This is an optimization exercise on Yosys and OpenROAD, whose aim is small area, not a production implementation.
Function was checked by simulation only, so behaviour that the tests miss may differ from the original.
The flow treats the clock pin as an ideal source. Dropping or thinning the clock tree relies on that and would not hold on a real chip.
Power and IR drop assume default switching activity.

==> 10-27 <==
## zxkbd
module zxkbd
(
input               clk,
input               reset,
output              res_k,
output      [12:1]  f,
input               ps2_clk,
input               ps2_data,
input       [7:0]   zx_kb_scan,
output      [4:0]   zx_kb_out,
output      [4:0]   k_joy,        
output              num_joy
);
Settings: LEC_CHECK=0, ABC_AREA=1, CAP_MARGIN=0, CORE_MARGIN=2, CORE_UTILIZATION=40, GPL_TIMING_DRIVEN=0, PLACE_DENSITY=0.6, SLEW_MARGIN=0; clock period 5.0 ns.
standard.sh (not shown) runs the stock make flow with config.mk's settings and CLKGATE_MAP_FILE= SYNTH_SCRIPT=/design/flow/synth_recipe.tcl, a recipe that flattens the netlist after the stock synthesis.
==> flow/flow/run.sh <==
#!/bin/bash
# The standard ORFS flow (standard.sh) with three changes:
#  - synthesis maps with area-only ABC scripts, keeping the smallest result
#    (flow/my_synth.tcl, flow/abc_*.script),
#  - ports are buffered with buf_1 instead of the default buffer,
#  - the clock tree is a clkbuf_2 root driving five clkbuf_8 leaves
#    (flow/my_cts.tcl, run as ORFS's PRE_CTS_TCL hook).
set -euo pipefail
export MY_FLOW_DIR=$PWD
sed "s#SYNTH_SCRIPT=[^ ]*#SYNTH_SCRIPT=$PWD/flow/my_synth.tcl#" standard.sh > my_standard.sh
export BUFFER_PORTS_ARGS="-buffer_cell sky130_fd_sc_hd__buf_1"
export PRE_CTS_TCL=$PWD/flow/my_cts.tcl
bash my_standard.sh > standard.log 2>&1
==> flow/flow/abc_h2.script <==
strash
balance
rewrite
refactor
balance
rewrite
rewrite -z
balance
refactor -z
rewrite -z
balance
&get -n
&deepsyn -T 40 -S 3
&put
dch -f
amap
mfs2
strash
dch -f
amap
topo
==> flow/flow/abc_h3.script <==
strash
balance
rewrite
refactor
balance
rewrite
rewrite -z
balance
refactor -z
rewrite -z
balance
&get -n
&deepsyn -T 40 -S 11
&put
dch -f
amap
mfs2
strash
dch -f
amap
topo
==> flow/flow/abc_i2.script <==
strash
balance
rewrite
refactor
balance
rewrite
rewrite -z
balance
refactor -z
rewrite -z
balance
&get -n
&deepsyn -T 40 -S 7
&put
dch
amap
mfs2
strash
dch
amap
mfs2
strash
dch -f
amap
topo
==> flow/flow/my_cts.tcl <==
# PRE_CTS_TCL hook: a two-level clock tree built here instead of TritonCTS.
# The clock port drives one root buffer, which drives $nleaf leaf buffers,
# one per group of placed flip-flops (recursive bisection of the flip-flop
# locations into groups of equal size); each leaf buffer sits at the centre
# of its flip-flops, the root at the centre of the leaves.
# clock_tree_synthesis is then skipped; the rest of ORFS's CTS step
# (legalisation, timing repair) runs as usual.
set nleaf 5
set leafm [[ord::get_db] findMaster sky130_fd_sc_hd__clkbuf_8]
set rootm [[ord::get_db] findMaster sky130_fd_sc_hd__clkbuf_2]
set block [ord::get_db_block]
set clk [$block findNet clk]

set sinks {}
foreach it [$clk getITerms] {
  set bb [[$it getInst] getBBox]
  lappend sinks [list $it [expr {([$bb xMin] + [$bb xMax]) / 2}] [expr {([$bb yMin] + [$bb yMax]) / 2}]]
}

# split the sinks into k groups of (nearly) equal size, cutting the longer
# side of their bounding box
proc split_sinks {sinks k} {
  if {$k <= 1} { return [list $sinks] }
  set xs {}; set ys {}
  foreach s $sinks { lappend xs [lindex $s 1]; lappend ys [lindex $s 2] }
  set xs [lsort -integer $xs]; set ys [lsort -integer $ys]
  set w [expr {[lindex $xs end] - [lindex $xs 0]}]
  set h [expr {[lindex $ys end] - [lindex $ys 0]}]
  set idx [expr {$w >= $h ? 1 : 2}]
  set sinks [lsort -integer -index $idx $sinks]
  set ka [expr {$k / 2}]
  set kb [expr {$k - $ka}]
  set na [expr {([llength $sinks] * $ka + $k / 2) / $k}]
  return [concat [split_sinks [lrange $sinks 0 [expr {$na - 1}]] $ka] \
                 [split_sinks [lrange $sinks $na end] $kb]]
}

set root [odb::dbInst_create $block $rootm clkbuf_root]
set rnet [odb::dbNet_create $block clknet_root]
$rnet setSigType CLOCK
[$root findITerm A] connect $clk
[$root findITerm X] connect $rnet

set k 0
set lx 0; set ly 0
foreach g [split_sinks $sinks $nleaf] {
  set sx 0; set sy 0
  foreach s $g { incr sx [lindex $s 1]; incr sy [lindex $s 2] }
  set cx [expr {$sx / [llength $g]}]
  set cy [expr {$sy / [llength $g]}]
  set buf [odb::dbInst_create $block $leafm clkbuf_leaf_$k]
  set net [odb::dbNet_create $block clknet_leaf_$k]
  $net setSigType CLOCK
  [$buf findITerm A] connect $rnet
  [$buf findITerm X] connect $net
  foreach s $g {
    set it [lindex $s 0]
    $it disconnect
    $it connect $net
  }
  $buf setLocation $cx $cy
  $buf setPlacementStatus PLACED
  puts "clock buffer clkbuf_leaf_$k: [llength $g] flip-flops, at $cx $cy"
  incr lx $cx; incr ly $cy
  incr k
}
$root setLocation [expr {$lx / $k}] [expr {$ly / $k}]
$root setPlacementStatus PLACED
$clk setSigType CLOCK
set_propagated_clock [all_clocks]

proc clock_tree_synthesis {args} {
  puts "clock_tree_synthesis skipped: the clock tree was built by flow/my_cts.tcl"
}
Other scripts of this flow, unchanged in this note and not shown: flow/flow/abc_a1.script, flow/flow/abc_a3.script, flow/flow/abc_b3.script, flow/flow/abc_b5.script, flow/flow/abc_b6.script, flow/flow/abc_c2.script, flow/flow/abc_d2.script, flow/flow/abc_e2.script, flow/flow/my_synth.tcl
==> inputs of 02-23, as changes to 10-27 <==
--- a/flow/flow/run.sh
+++ b/flow/flow/run.sh
@@ -4,5 +4,5 @@
 #    (flow/my_synth.tcl, flow/abc_*.script),
 #  - ports are buffered with buf_1 instead of the default buffer,
-#  - the clock tree is a clkbuf_2 root driving five clkbuf_8 leaves
+#  - the clock port drives four leaf buffers (one clkbuf_16, three clkbuf_8)
 #    (flow/my_cts.tcl, run as ORFS's PRE_CTS_TCL hook).
 set -euo pipefail
==> flow/flow/my_cts.tcl (replaced) <==
# PRE_CTS_TCL hook: a one-level clock tree built here instead of TritonCTS.
# The clock port drives four leaf buffers directly: one clkbuf_16 for a group
# of 34 (or so) flip-flops and three clkbuf_8 for groups of about 18, the
# groups made by recursive bisection of the placed flip-flop locations; each
# buffer sits at the centre of its flip-flops.
# clock_tree_synthesis is then skipped; the rest of ORFS's CTS step
# (legalisation, timing repair) runs as usual.
set db [ord::get_db]
set block [ord::get_db_block]
set clk [$block findNet clk]

set sinks {}
foreach it [$clk getITerms] {
  set bb [[$it getInst] getBBox]
  lappend sinks [list $it [expr {([$bb xMin] + [$bb xMax]) / 2}] [expr {([$bb yMin] + [$bb yMax]) / 2}]]
}
set n [llength $sinks]
# leaf cells and their share of the flip-flops
set leaves [list [list sky130_fd_sc_hd__clkbuf_16 34] [list sky130_fd_sc_hd__clkbuf_8 18] \
                 [list sky130_fd_sc_hd__clkbuf_8 18] [list sky130_fd_sc_hd__clkbuf_8 18]]

# split the sinks into groups whose sizes are proportional to the weights,
# cutting the longer side of their bounding box
proc split_sinks {sinks weights} {
  if {[llength $weights] <= 1} { return [list $sinks] }
  set xs {}; set ys {}
  foreach s $sinks { lappend xs [lindex $s 1]; lappend ys [lindex $s 2] }
  set xs [lsort -integer $xs]; set ys [lsort -integer $ys]
  set w [expr {[lindex $xs end] - [lindex $xs 0]}]
  set h [expr {[lindex $ys end] - [lindex $ys 0]}]
  set idx [expr {$w >= $h ? 1 : 2}]
  set sinks [lsort -integer -index $idx $sinks]
  set k [llength $weights]
  set ka [expr {$k / 2}]
  set wa [lrange $weights 0 [expr {$ka - 1}]]
  set wb [lrange $weights $ka end]
  set sa 0; foreach x $wa { incr sa $x }
  set st 0; foreach x $weights { incr st $x }
  set na [expr {int(round(double([llength $sinks]) * $sa / $st))}]
  return [concat [split_sinks [lrange $sinks 0 [expr {$na - 1}]] $wa] \
                 [split_sinks [lrange $sinks $na end] $wb]]
}

set weights {}
foreach l $leaves { lappend weights [lindex $l 1] }
set k 0
foreach g [split_sinks $sinks $weights] {
  set m [$db findMaster [lindex [lindex $leaves $k] 0]]
  set sx 0; set sy 0
  foreach s $g { incr sx [lindex $s 1]; incr sy [lindex $s 2] }
  set cx [expr {$sx / [llength $g]}]
  set cy [expr {$sy / [llength $g]}]
  set buf [odb::dbInst_create $block $m clkbuf_leaf_$k]
  set net [odb::dbNet_create $block clknet_leaf_$k]
  $net setSigType CLOCK
  [$buf findITerm A] connect $clk
  [$buf findITerm X] connect $net
  foreach s $g {
    set it [lindex $s 0]
    $it disconnect
    $it connect $net
  }
  $buf setLocation $cx $cy
  $buf setPlacementStatus PLACED
  puts "clock buffer clkbuf_leaf_$k ([$m getName]): [llength $g] flip-flops, at $cx $cy"
  incr k
}
$clk setSigType CLOCK
set_propagated_clock [all_clocks]

proc clock_tree_synthesis {args} {
  puts "clock_tree_synthesis skipped: the clock tree was built by flow/my_cts.tcl"
}
Settings changed: GPL_TIMING_DRIVEN 0 to unset.
removed: flow/flow/abc_h2.script
removed: flow/flow/abc_h3.script
removed: flow/flow/abc_i2.script
==> run summary <==
Clock Power Share: 10-27 23.4%; 02-23 21.3%
Cell area after placement: 10-27 0.00406 mm^2; 02-23 0.00409 mm^2
Reg2Reg Depth: 10-27 2; 02-23 7
Hold Worst Slack: 10-27 0.416 ns; 02-23 0.405 ns
Util after Layout: 10-27 44.9%; 02-23 45.2%
Crit-path slowest cell: 10-27 clkinv_1; 02-23 nor4_1
Minimum setup slack after placement: 10-27 0.810 ns; 02-23 2.13 ns
Overall routing resource usage: 10-27 18.0%; 02-23 17.7%
Grt met1 use: 10-27 25.1%; 02-23 24.0%
Status: 10-27 no timing/DRC/antenna violations; 02-23 no timing/DRC/antenna violations
Wire length of the first global-routing pass: 10-27 14.8 mm; 02-23 14.6 mm
Multi-input gate share of total cell area: 10-27 30.0%; 02-23 29.8%
Data required time at the worst endpoint: 10-27 4.95 ns; 02-23 4.00 ns
Critical Path Max Stage Delay: 10-27 1.12 ns; 02-23 0.30 ns
Routed length on met1: 10-27 4.04 mm; 02-23 3.96 mm
Clock-pin transition on the worst setup and hold timing paths: 10-27 0.10 ns; 02-23 0.12 ns
Net switching component of the power: 10-27 327 uW; 02-23 295 uW
Achievable Freq: 10-27 0.272 GHz; 02-23 0.352 GHz
Max FO, Critical Path: 10-27 40; 02-23 5
Share of final-layout standard cells stronger than drive strength 1: 10-27 1.49%; 02-23 1.97%
Final setup skew: 10-27 0.0105 ns; 02-23 0.0266 ns
No run of this note takes its clock network from TritonCTS; it comes from the design's own scripts or RTL.

-- re-timing with driven ports --
How much do the figures lean on ideal ports? The routed layouts below were timed once more, with nothing changed but the port constraints. Step 1 sets driving cells, clkbuf_16 on the clock port and buf_2 on the other inputs (assumed; they add their load-dependent delay and slew). Step 2 also shifts input and output timing later by t, the mid clock arrival at the registers, as if the neighbouring blocks saw the same clock. a / b / c = ideal ports / drivers / drivers and shift; a / b = the first two.
| run | t, ns | setup slack, ns | pins driven straight from the clock port |
|---|---|---|---|
| 10-27 | 0.539 | 1.324 / 1.332 / 0.793 | 1 |
| 02-23 | 0.237 | 2.158 / 2.134 / 2.134 | 4 |
After both steps setup and hold are still met in every run listed. For 10-27, which loses most, drivers alone change the setup slack by +0.008 ns; drivers and shift together by -0.531 ns.
